What follows belongs to an exercise in optimizing a design on an open flow for small area; a production flow would make more cautious choices.
At most, simulation tests tie the RTL to the original design; equivalence was not proved.
Power figures rest on the tool's default switching activity, not on a simulated workload.

// udp_rx_stack
module udp_rx_stack(
    input               i_clk               ,
    input               i_rst               ,
    input [31:0]        i_local_ip          ,
    input               i_local_ip_valid    ,
    input [15:0]        i_local_port        ,
    input               i_local_port_valid  ,
    input [7:0]         i_GMII_data         ,
    input               i_GMII_valid        ,
    output [47:0]       o_rec_src_mac       ,
    output              o_rec_src_valid     ,
    output              o_crc_error         ,
    output              o_crc_valid         ,
    output [7:0]        o_udp_data          ,
    output [15:0]       o_udp_len           ,
    output              o_udp_last          ,
    output              o_udp_valid         ,
    output [15:0]       o_icmp_seq          ,
    output              o_icmp_reply        ,
    output [47:0]       o_arp_mac           ,
    output [31:0]       o_arp_ip            ,
    output              o_arp_valid         ,
    output              o_arp_reply
);
Size: about 990 cells after synthesis, roughly 390 flip-flops, roughly 240 I/O pins.
export LEC_CHECK = 0
export CAP_MARGIN = 20
export CORE_MARGIN = 2
export CORE_UTILIZATION = 65
export SLEW_MARGIN = 20
create_clock -name core_clock -period 8.0 [get_ports {i_clk}]
standard.sh (not shown) runs the stock make flow with config.mk's settings and CLKGATE_MAP_FILE= SYNTH_SCRIPT=/design/flow/synth_recipe.tcl, a recipe that flattens the netlist after the stock synthesis.
==> flow/flow/run.sh <==
#!/bin/bash
set -euo pipefail
cd "$(dirname "$0")/.."
export BUFFER_PORTS_ARGS="-buffer_cell sky130_fd_sc_hd__buf_1"
export CTS_ARGS="-sink_clustering_enable -repair_clock_nets -dont_use_dummy_load -buf_list sky130_fd_sc_hd__clkbuf_4 -sink_clustering_size 9 -sink_clustering_max_diameter 60"
bash standard.sh finish > flow_make.log 2>&1
==> next run, changes <==
--- a/flow/design.v
+++ b/flow/design.v
@@ -77,29 +77,29 @@
     output              o_crc_valid         ,
     output [7:0]        o_udp_data          ,
     output [15:0]       o_udp_len           ,
     output              o_udp_last          ,
     output              o_udp_valid         ,
     output [15:0]       o_icmp_seq          ,
     output              o_icmp_reply        ,
     output [47:0]       o_arp_mac           ,
     output [31:0]       o_arp_ip            ,
     output              o_arp_valid         ,
     output              o_arp_reply
 );
-reg [7:0]   s0, s1, s2, s3, s4, s5, s6, s7, s8, s9, s10;
+reg [7:0]   s0, s1, s2, s3, s4, s5, s6, s7, s8;
 always @(posedge i_clk) begin
     s0 <= i_GMII_data;
     s1 <= s0; s2 <= s1; s3 <= s2; s4 <= s3; s5 <= s4;
-    s6 <= s5; s7 <= s6; s8 <= s7; s9 <= s8; s10 <= s9;
+    s6 <= s5; s7 <= s6; s8 <= s7;
 end
 reg         v0, v1;
 always @(posedge i_clk or posedge i_rst) begin
     if (i_rst) begin
         v0 <= 1'b0;
         v1 <= 1'b0;
     end else begin
         v0 <= i_GMII_valid;
         v1 <= v0;
     end
 end
 wire        neg = v1 & ~v0;          
@@ -227,25 +227,25 @@
         local_ip <= i_local_ip;
 end
 reg [15:0]  ip_len;                  
 always @(posedge i_clk)
     if (i0v && (ic == 11'd2 || ic == 11'd3))
         ip_len <= {ip_len[7:0], s6};
 reg         t17, t1;                 
 always @(posedge i_clk)
     if (i0v && ic == 11'd9) begin
         t17 <= s6 == 8'd17;
         t1  <= s6 == 8'd1;
     end
-wire        ip_hit = i1v && ic == 11'd20 && (t17 || t1) && {s10, s9, s8, s7} == local_ip;
+wire        ip_hit = i1v && ic == 11'd20 && (t17 || t1) && {pb, s8, s7} == local_ip;
 reg         ipv;
 always @(posedge i_clk or posedge i_rst) begin
     if (i_rst)
         ipv <= 1'b0;
     else if (i_end)
         ipv <= 1'b0;
     else if (ip_hit)
         ipv <= 1'b1;
 end
 reg [15:0]  local_port;
 always @(posedge i_clk or posedge i_rst) begin
     if (i_rst)
@@ -262,59 +262,59 @@
         xv  <= ipv;
         xvd <= xv;
     end
 end
 assign      ic_run = i0v | a0v | ipv | xv;
 wire        uv     = xv & t17;
 wire        cv     = xv & t1;
 wire        u_in   = (xv | xvd) & t17;   
 reg [7:0]   u0;                      
 always @(posedge i_clk)
     if (ipv && t17)
         u0 <= s7;
-reg [15:0]  port;
+reg [15:0]  pb;
 always @(posedge i_clk)
-    if (uv && (ic == 11'd24 || ic == 11'd25))
-        port <= {port[7:0], u0};
+    if ((i0v && (ic == 11'd18 || ic == 11'd19)) ||
+        (uv  && (ic == 11'd24 || ic == 11'd25)) ||
+        (cv  && (ic == 11'd22 || ic == 11'd28 || ic == 11'd29)))
+        pb <= {pb[7:0], s8};
+wire        len_eq = {5'd0, ic} == ip_len;
 reg         len2, u_len;
 always @(posedge i_clk or posedge i_rst) begin
     if (i_rst)
         len2  <= 1'b0;
-    else if (uv)
-        len2 <= ip_len == 16'd22;
+    else if (uv && ic == 11'd22)      
+        len2 <= len_eq;
 end
 always @(posedge i_clk)
     u_len <= u_in;
 reg         ro_udp_valid, ro_udp_last;
 always @(posedge i_clk or posedge i_rst) begin
     if (i_rst) begin
         ro_udp_valid <= 1'b0;
         ro_udp_last  <= 1'b0;
     end else begin
         if (uv && !ipv)
             ro_udp_valid <= 1'b0;
-        else if (uv && ic == 11'd29 && port == local_port)
+        else if (uv && ic == 11'd29 && pb == local_port)
             ro_udp_valid <= 1'b1;
-        ro_udp_last <= u_in ? {5'd0, ic} == ip_len : len2;
+        ro_udp_last <= u_in ? len_eq : len2;
     end
 end
-reg         type8, ro_icmp_reply;
-always @(posedge i_clk)
-    if (cv && ic == 11'd22)
-        type8 <= s8 == 8'd8;
+reg         ro_icmp_reply;
 always @(posedge i_clk or posedge i_rst) begin
     if (i_rst)
         ro_icmp_reply <= 1'b0;
     else
-        ro_icmp_reply <= cv && ic == 11'd29 && type8;
+        ro_icmp_reply <= cv && ic == 11'd29 && pb[15:8] == 8'd8;
 end
 reg         op12, op1;
 always @(posedge i_clk)
     if (a0v && ic == 11'd7) begin
         op12 <= s7 == 8'd0 && (s6 == 8'd1 || s6 == 8'd2);
         op1  <= s7 == 8'd0 && s6 == 8'd1;
     end
 reg [47:0]  arp_mac;
 reg [31:0]  arp_ip;
 reg         ro_arp_valid, ro_arp_reply;
 always @(posedge i_clk or posedge i_rst) begin
     if (i_rst) begin
@@ -330,19 +330,19 @@
         ro_arp_valid <= a0v && ic == 11'd17;
         ro_arp_reply <= a0v && ic == 11'd18 && op1;
     end
 end
 assign o_rec_src_mac   = src_mac;
 assign o_rec_src_valid = src_valid;
 assign o_crc_error     = ro_crc_error;
 assign o_crc_valid     = ro_crc_valid;
 assign o_udp_data      = u0;
 assign o_udp_len       = u_len ? ip_len - 16'd28 : 16'hFFFA;
 assign o_udp_last      = ro_udp_last;
 assign o_udp_valid     = ro_udp_valid;
-assign o_icmp_seq      = {s10, s9};
+assign o_icmp_seq      = pb;
 assign o_icmp_reply    = ro_icmp_reply;
 assign o_arp_mac       = arp_mac;
 assign o_arp_ip        = arp_ip;
 assign o_arp_valid     = ro_arp_valid;
 assign o_arp_reply     = ro_arp_reply;
 endmodule
The new run ran to the end with no violations.
Design area decreases by 2.6%.
Final cell count decreases by 1.6%.
Non-clock buffer count does not change.
Sequential cell count decreases by 17.
Total power decreases by 3.0%.
Fmax increases by 21%.
Via count decreases by 2.1%.
No functional check of the RTL was part of the first run of this note.

udp_rx_stack, a different RTL version from the one above (not shown whole).
Size: roughly 1,000 cells after synthesis, ~390 flip-flops, about 240 I/O pins.
==> flow/config.mk <==
export PLATFORM = sky130hd
export DESIGN_NAME = udp_rx_stack
export DESIGN_NICKNAME = udp_rx_stack
export VERILOG_FILES = /design/flow/design.v
export SDC_FILE = /design/flow/constraint.sdc
export NUM_CORES = 4
export LEC_CHECK = 0
export CAP_MARGIN = 20
export CORE_MARGIN = 2
export CORE_UTILIZATION = 65
export SLEW_MARGIN = 20
==> flow/constraint.sdc <==
create_clock -name core_clock -period 8.0 [get_ports {i_clk}]
set_input_delay 1.6000 -clock core_clock [delete_from_list [all_inputs] [get_ports {i_clk}]]
set_output_delay 1.6000 -clock core_clock [all_outputs]
set_load 0.01 [all_outputs]
Scripts as last shown in full above: flow/flow/run.sh
==> next run, changes <==
--- a/flow/design.v
+++ b/flow/design.v
@@ -80,23 +80,23 @@
     output              o_udp_last          ,
     output              o_udp_valid         ,
     output [15:0]       o_icmp_seq          ,
     output              o_icmp_reply        ,
     output [47:0]       o_arp_mac           ,
     output [31:0]       o_arp_ip            ,
     output              o_arp_valid         ,
     output              o_arp_reply
 );
-reg [7:0]   s0, s1, s2, s3, s4, s5, s6, s7, s8, s9, s10;
+reg [7:0]   s0, s1, s2, s3, s4, s5, s6, s7, s8;
 always @(posedge i_clk) begin
     s0 <= i_GMII_data;
     s1 <= s0; s2 <= s1; s3 <= s2; s4 <= s3; s5 <= s4;
-    s6 <= s5; s7 <= s6; s8 <= s7; s9 <= s8; s10 <= s9;
+    s6 <= s5; s7 <= s6; s8 <= s7;
 end
 reg         v0, v1;
 always @(posedge i_clk or posedge i_rst) begin
     if (i_rst) begin
         v0 <= 1'b0;
         v1 <= 1'b0;
     end else begin
         v0 <= i_GMII_valid;
         v1 <= v0;
@@ -230,19 +230,19 @@
 always @(posedge i_clk)
     if (i0v && (ic == 11'd2 || ic == 11'd3))
         ip_len <= {ip_len[7:0], s6};
 reg         t17, t1;                 
 always @(posedge i_clk)
     if (i0v && ic == 11'd9) begin
         t17 <= s6 == 8'd17;
         t1  <= s6 == 8'd1;
     end
-wire        ip_hit = i1v && ic == 11'd20 && (t17 || t1) && {s10, s9, s8, s7} == local_ip;
+wire        ip_hit = i1v && ic == 11'd20 && (t17 || t1) && {pb, s8, s7} == local_ip;
 reg         ipv;
 always @(posedge i_clk or posedge i_rst) begin
     if (i_rst)
         ipv <= 1'b0;
     else if (i_end)
         ipv <= 1'b0;
     else if (ip_hit)
         ipv <= 1'b1;
 end
@@ -265,41 +265,43 @@
 end
 assign      ic_run = i0v | a0v | ipv | xv;
 wire        uv     = xv & t17;
 wire        cv     = xv & t1;
 wire        u_in   = (xv | xvd) & t17;   
 reg [7:0]   u0;                      
 always @(posedge i_clk)
     if (ipv && t17)
         u0 <= s7;
-reg [15:0]  port;
+reg [15:0]  pb;
 always @(posedge i_clk)
-    if (uv && (ic == 11'd24 || ic == 11'd25))
-        port <= {port[7:0], u0};
+    if ((i0v && (ic == 11'd18 || ic == 11'd19)) ||
+        (uv  && (ic == 11'd24 || ic == 11'd25)) ||
+        (cv  && (ic == 11'd28 || ic == 11'd29)))
+        pb <= {pb[7:0], s8};
 wire        len_eq = {5'd0, ic} == ip_len;
 reg         len2, u_len;
 always @(posedge i_clk or posedge i_rst) begin
     if (i_rst)
         len2  <= 1'b0;
     else if (uv && ic == 11'd22)      
         len2 <= len_eq;
 end
 always @(posedge i_clk)
     u_len <= u_in;
 reg         ro_udp_valid, ro_udp_last;
 always @(posedge i_clk or posedge i_rst) begin
     if (i_rst) begin
         ro_udp_valid <= 1'b0;
         ro_udp_last  <= 1'b0;
     end else begin
         if (uv && !ipv)
             ro_udp_valid <= 1'b0;
-        else if (uv && ic == 11'd29 && port == local_port)
+        else if (uv && ic == 11'd29 && pb == local_port)
             ro_udp_valid <= 1'b1;
         ro_udp_last <= u_in ? len_eq : len2;
     end
 end
 reg         type8, ro_icmp_reply;
 always @(posedge i_clk)
     if (cv && ic == 11'd22)
         type8 <= s8 == 8'd8;
 always @(posedge i_clk or posedge i_rst) begin
@@ -334,16 +336,16 @@
 end
 assign o_rec_src_mac   = src_mac;
 assign o_rec_src_valid = src_valid;
 assign o_crc_error     = ro_crc_error;
 assign o_crc_valid     = ro_crc_valid;
 assign o_udp_data      = u0;
 assign o_udp_len       = u_len ? ip_len - 16'd28 : 16'hFFFA;
 assign o_udp_last      = ro_udp_last;
 assign o_udp_valid     = ro_udp_valid;
-assign o_icmp_seq      = {s10, s9};
+assign o_icmp_seq      = pb;
 assign o_icmp_reply    = ro_icmp_reply;
 assign o_arp_mac       = arp_mac;
 assign o_arp_ip        = arp_ip;
 assign o_arp_valid     = ro_arp_valid;
 assign o_arp_reply     = ro_arp_reply;
 endmodule
- synthesized area decreases by 2.1%
- sequential share of layout area is lower by 0.76 points
- global-route usage climbs by 1.4 points
- via count barely changes
- final cell count shrinks by 1.3%
- clock power decreases by 3.9%
- non-clock buffer count falls by 1
- utilization rose by 0.47 points
- clock skew goes down by 0.0052 ns
- cell area shrinks by 2.1%
- hold slack is better by 0.018 ns
- total power shrinks by 2.6%
- setup slack gets better by 0.20 ns
- synthesized cell count came out lower by 1.0%

what the ideal ports hide:
Ports are ideal in the flow. The routed layouts listed here were re-timed in OpenROAD.
Step 1, drivers: a clkbuf_16 drives i_clk and a buf_2 each remaining input, both assumed.
Step 2, shift: input delay + t, output delay - t, t = (earliest + latest rising clock arrival at the registers) / 2. This alone moves slack from input paths to output paths.
Slacks: no drivers / after step 1 / after step 2; pairs: no drivers / after step 1.
run | t, ns | slack for setup (ns) | cell pins on the clock port's net
the first run of note 1 | 0.683 | 3.103 / 3.064 / 3.747 | 1
the second run of note 1 | 0.663 | 3.959 / 3.916 / 4.580 | 1
the first run of note 2 | 0.686 | 3.741 / 3.700 / 4.386 | 1
the second run of note 2 | 0.691 | 3.939 / 3.901 / 4.592 | 1
After both steps setup and hold are still met in every run listed.
